From an optimization exercise on the open Yosys and OpenROAD flow, aimed at small area and a short achievable clock period; shortcuts taken in it are not production practice.
At most, simulation tests tie the RTL to the original design; equivalence was not proved.
Power is estimated from default activity; no workload was simulated.

Design fp_mul, start of the top module:
module fp_mul(clk, op1, op2, result, under, over);
input wire clk;
input wire [15:0] op1, op2;
output wire [15:0] result;
output wire under, over;
wire [13:0] bx = {2'b00, op2[10:0], 1'b0};
wire [5:0] one_d, two_d;
wire [4:0] neg_d;
genvar i;
generate for (i = 0; i < 6; i = i + 1) begin : g_booth
	assign one_d[i] = bx[2*i+1] ^ bx[2*i];
	assign two_d[i] = (bx[2*i+2] & ~bx[2*i+1] & ~bx[2*i]) | (~bx[2*i+2] & bx[2*i+1] & bx[2*i]);
	if (i < 5) begin : g_neg
		assign neg_d[i] = bx[2*i+2];
	end
end endgenerate
reg [10:0] sa;
reg [5:0] bone, btwo;
reg [4:0] bneg;
reg [4:0] e1;
reg sg1;
always @(posedge clk)
begin
	sa <= op1[10:0];
	bone <= one_d;
	btwo <= two_d;
	bneg <= neg_d;
	e1 <= {1'b0, op1[14:11]} + {1'b0, op2[14:11]} - 5'd7;
	sg1 <= op1[15] ^ op2[15];
end
wire [20:0] rx, ry;
fp1 stage1(.a(sa), .one(bone), .two(btwo), .neg(bneg), .rx(rx), .ry(ry));
wire [20:0] px = rx, py = ry;
wire [14:0] lo = {1'b0, px[13:0]} + {1'b0, py[13:0]};
wire [6:0] h0 = px[20:14] + py[20:14];
reg [6:0] h0r;
reg hc;
reg [4:0] lo2;
reg [4:0] e2;
reg sg2;
always @(posedge clk)
begin
	h0r <= h0;
	hc <= lo[14];
	lo2 <= lo[13:9];
	e2 <= e1;
	sg2 <= sg1;
end
wire [6:0] hi = h0r + hc;
wire [20:9] s = {hi, lo2};
fp2 stage2(.s(s), .e(e2), .sign(sg2), .fp_result(result), .under(under), .over(over));
endmodule
Size: about 490 cells after synthesis, roughly 51 I/O pins, ~5200 sq um of cells after synthesis.
==> module fp_mul, before the edit <==
module fp_mul(clk, op1, op2, result, under, over);
input wire clk;
input wire [15:0] op1, op2;
output wire [15:0] result;
output wire under, over;
wire [13:0] bx = {2'b00, op2[10:0], 1'b0};
wire [5:0] one_d, two_d;
wire [4:0] neg_d;
genvar i;
generate for (i = 0; i < 6; i = i + 1) begin : g_booth
	assign one_d[i] = bx[2*i+1] ^ bx[2*i];
	assign two_d[i] = (bx[2*i+2] & ~bx[2*i+1] & ~bx[2*i]) | (~bx[2*i+2] & bx[2*i+1] & bx[2*i]);
	if (i < 5) begin : g_neg
		assign neg_d[i] = bx[2*i+2];
	end
end endgenerate
reg [10:0] sa;
reg [5:0] bone, btwo;
reg [4:0] bneg;
reg [4:0] e1;
reg sg1;
always @(posedge clk)
begin
	sa <= op1[10:0];
	bone <= one_d;
	btwo <= two_d;
	bneg <= neg_d;
	e1 <= {1'b0, op1[14:11]} + {1'b0, op2[14:11]} - 5'd7;
	sg1 <= op1[15] ^ op2[15];
end
wire [20:0] rx, ry;
fp1 stage1(.a(sa), .one(bone), .two(btwo), .neg(bneg), .rx(rx), .ry(ry));
wire [20:0] px = rx, py = ry;
wire [14:0] lo = {1'b0, px[13:0]} + {1'b0, py[13:0]};
wire [6:0] h0 = px[20:14] + py[20:14];
reg [6:0] h0r;
reg hc;
reg [4:0] lo2;
reg [4:0] e2;
reg sg2;
always @(posedge clk)
begin
	h0r <= h0;
	hc <= lo[14];
	lo2 <= lo[13:9];
	e2 <= e1;
	sg2 <= sg1;
end
wire [6:0] hi = h0r + hc;
wire [20:9] s = {hi, lo2};
fp2 stage2(.s(s), .e(e2), .sign(sg2), .fp_result(result), .under(under), .over(over));
endmodule
Settings: LEC_CHECK=0, CAP_MARGIN=20, CORE_MARGIN=2, CORE_UTILIZATION=40, SETUP_SLACK_MARGIN=1.7, SLEW_MARGIN=20, SYNTH_HIERARCHICAL=1, SYNTH_MINIMUM_KEEP_SIZE=0; clock period 5.3 ns.
standard.sh (not shown) runs the stock make flow with config.mk's settings and CLKGATE_MAP_FILE= SYNTH_SCRIPT=/design/flow/synth_recipe.tcl, a recipe that flattens the netlist after the stock synthesis.
==> flow/flow/run.sh <==
#!/bin/bash
# The standard layout (the standard.sh) with two changes: plain buf_1
# cells as the input and output port buffers instead of the ones
# buffer_ports picks, and clock tree synthesis without dummy load cells.
export BUFFER_PORTS_ARGS="-buffer_cell sky130_fd_sc_hd__buf_1"
export CTS_ARGS="-sink_clustering_enable -repair_clock_nets -buf_list sky130_fd_sc_hd__clkbuf_8 -dont_use_dummy_load"
bash standard.sh > standard.log 2>&1
The starting point finished clean.
Next try:
--- a/flow/design.v
+++ b/flow/design.v
@@ -376,23 +376,23 @@
 end
 wire [20:0] rx, ry;
 fp1 stage1(.a(sa), .one(bone), .two(btwo), .neg(bneg), .rx(rx), .ry(ry));
 wire [20:0] px = rx, py = ry;
-wire [14:0] lo = {1'b0, px[13:0]} + {1'b0, py[13:0]};
-wire [6:0] h0 = px[20:14] + py[20:14];
-reg [6:0] h0r;
+wire [15:0] lo = {1'b0, px[14:0]} + {1'b0, py[14:0]};
+reg [5:0] hx, hy;
 reg hc;
-reg [4:0] lo2;
+reg [5:0] lo2;
 reg [4:0] e2;
 reg sg2;
 always @(posedge clk)
 begin
-	h0r <= h0;
-	hc <= lo[14];
-	lo2 <= lo[13:9];
+	hx <= px[20:15];
+	hy <= py[20:15];
+	hc <= lo[15];
+	lo2 <= lo[14:9];
 	e2 <= e1;
 	sg2 <= sg1;
 end
-wire [6:0] hi = h0r + hc;
+wire [5:0] hi = hx + hy + hc;
 wire [20:9] s = {hi, lo2};
 fp2 stage2(.s(s), .e(e2), .sign(sg2), .fp_result(result), .under(under), .over(over));
 endmodule
Utilization goes up by 0.83 points.
Final cell count climbs by 1.5%.
Flip-flop and latch count climbs by 6.
Cell area is higher by 2.8%.
Area after synthesis goes up by 1.8%.
Hold slack gets worse by 0.0056 ns.
Only the layout flow was run in the first run of this note; the RTL was not checked for function there.

* * *

Another version of the RTL of fp_mul (not shown whole).
Size in the first run: roughly 530 cells after synthesis, ~59 flip-flops, about 51 I/O pins.
==> module fp_mul, before the edit <==
module fp_mul(clk, op1, op2, result, under, over);
input wire clk;
input wire [15:0] op1, op2;
output wire [15:0] result;
output wire under, over;
wire [13:0] bx = {2'b00, op2[10:0], 1'b0};
wire [5:0] one_d, two_d;
wire [4:0] neg_d;
genvar i;
generate for (i = 0; i < 6; i = i + 1) begin : g_booth
	assign one_d[i] = bx[2*i+1] ^ bx[2*i];
	assign two_d[i] = (bx[2*i+2] & ~bx[2*i+1] & ~bx[2*i]) | (~bx[2*i+2] & bx[2*i+1] & bx[2*i]);
	if (i < 5) begin : g_neg
		assign neg_d[i] = bx[2*i+2];
	end
end endgenerate
reg [10:0] sa;
reg [5:0] bone, btwo;
reg [4:0] bneg;
reg [4:0] e1;
reg sg1;
always @(posedge clk)
begin
	sa <= op1[10:0];
	bone <= one_d;
	btwo <= two_d;
	bneg <= neg_d;
	e1 <= {1'b0, op1[14:11]} + {1'b0, op2[14:11]} - 5'd7;
	sg1 <= op1[15] ^ op2[15];
end
wire [20:0] rx, ry;
fp1 stage1(.a(sa), .one(bone), .two(btwo), .neg(bneg), .rx(rx), .ry(ry));
wire [20:0] px = rx, py = ry;
wire [15:0] lo = {1'b0, px[14:0]} + {1'b0, py[14:0]};
wire [5:0] h0 = px[20:15] + py[20:15];
wire [6:0] h1w = {px[20:15], 1'b1} + {py[20:15], 1'b1};
wire [5:0] h1 = h1w[6:1];    
reg [5:0] h0r, h1r;
reg hc;
reg [5:0] lo2;
reg [4:0] e2;
reg sg2;
always @(posedge clk)
begin
	h0r <= h0;
	h1r <= h1;
	hc <= lo[15];
	lo2 <= lo[14:9];
	e2 <= e1;
	sg2 <= sg1;
end
wire [5:0] hi = hc ? h1r : h0r;
wire [20:9] s = {hi, lo2};
fp2 stage2(.s(s), .e(e2), .sign(sg2), .fp_result(result), .under(under), .over(over));
endmodule
==> flow/config.mk <==
export PLATFORM = sky130hd
export DESIGN_NAME = fp_mul
export DESIGN_NICKNAME = fp_mul
export VERILOG_FILES = /design/flow/design.v
export SDC_FILE = /design/flow/constraint.sdc
export NUM_CORES = 4
export LEC_CHECK = 0
export CAP_MARGIN = 20
export CORE_MARGIN = 2
export CORE_UTILIZATION = 40
export SETUP_SLACK_MARGIN = 1.9
export SLEW_MARGIN = 20
export SYNTH_HIERARCHICAL = 1
export SYNTH_MINIMUM_KEEP_SIZE = 0
==> flow/constraint.sdc <==
create_clock -name core_clock -period 5.3 [get_ports {clk}]
set_input_delay 1.0600 -clock core_clock [delete_from_list [all_inputs] [get_ports {clk}]]
set_output_delay 1.0600 -clock core_clock [all_outputs]
set_load 0.01 [all_outputs]
Scripts as last shown in full above: flow/flow/run.sh
Edit:
--- a/flow/design.v
+++ b/flow/design.v
@@ -376,26 +376,26 @@
 end
 wire [20:0] rx, ry;
 fp1 stage1(.a(sa), .one(bone), .two(btwo), .neg(bneg), .rx(rx), .ry(ry));
 wire [20:0] px = rx, py = ry;
-wire [15:0] lo = {1'b0, px[14:0]} + {1'b0, py[14:0]};
-wire [5:0] h0 = px[20:15] + py[20:15];
-wire [6:0] h1w = {px[20:15], 1'b1} + {py[20:15], 1'b1};
-wire [5:0] h1 = h1w[6:1];    
-reg [5:0] h0r, h1r;
+wire [13:0] lo = {1'b0, px[12:0]} + {1'b0, py[12:0]};
+wire [7:0] h0 = px[20:13] + py[20:13];
+wire [8:0] h1w = {px[20:13], 1'b1} + {py[20:13], 1'b1};
+wire [7:0] h1 = h1w[8:1];    
+reg [7:0] h0r, h1r;
 reg hc;
-reg [5:0] lo2;
+reg [3:0] lo2;
 reg [4:0] e2;
 reg sg2;
 always @(posedge clk)
 begin
 	h0r <= h0;
 	h1r <= h1;
-	hc <= lo[15];
-	lo2 <= lo[14:9];
+	hc <= lo[13];
+	lo2 <= lo[12:9];
 	e2 <= e1;
 	sg2 <= sg1;
 end
-wire [5:0] hi = hc ? h1r : h0r;
+wire [7:0] hi = hc ? h1r : h0r;
 wire [20:9] s = {hi, lo2};
 fp2 stage2(.s(s), .e(e2), .sign(sg2), .fp_result(result), .under(under), .over(over));
 endmodule
After rerunning: Cell area is higher slightly; sequential power rose by a few percent; clock power rises by a few percent; hold slack hardly moves; via count goes down slightly; total power decreases by a few percent; die area drops slightly.
No run of this note included a check of the RTL's function; only the layout flow was run.

separate check: timing with driven ports:
No port has a modelled driver above. Below, the same layouts with a new extraction and two added sets of constraints.
Step 1 (the two cells are an assumption about what drives the block):
set clk [get_ports {clk}]
set_driving_cell -lib_cell sky130_fd_sc_hd__clkbuf_16 $clk
set_driving_cell -lib_cell sky130_fd_sc_hd__buf_2 [delete_from_list [all_inputs] $clk]
Step 2, shift: input delay + t, output delay - t, t = (earliest + latest rising clock arrival at the registers) / 2. This alone moves slack from input paths to output paths.
Three values: ideal, step 1, step 2; two values: the first two.
run	t (ns)	setup slack, ns	clock arrival spread, ns
the first run of note 1	0.325	1.799 / 1.799 / 1.799	0.017 / 0.017
the second run of note 1	0.364	1.752 / 1.718 / 1.857	0.018 / 0.018
the first run of note 2	0.358	1.779 / 1.779 / 1.779	0.018 / 0.018
the second run of note 2	0.368	1.892 / 1.892 / 1.892	0.020 / 0.020
After both steps setup and hold are still met in every run listed.
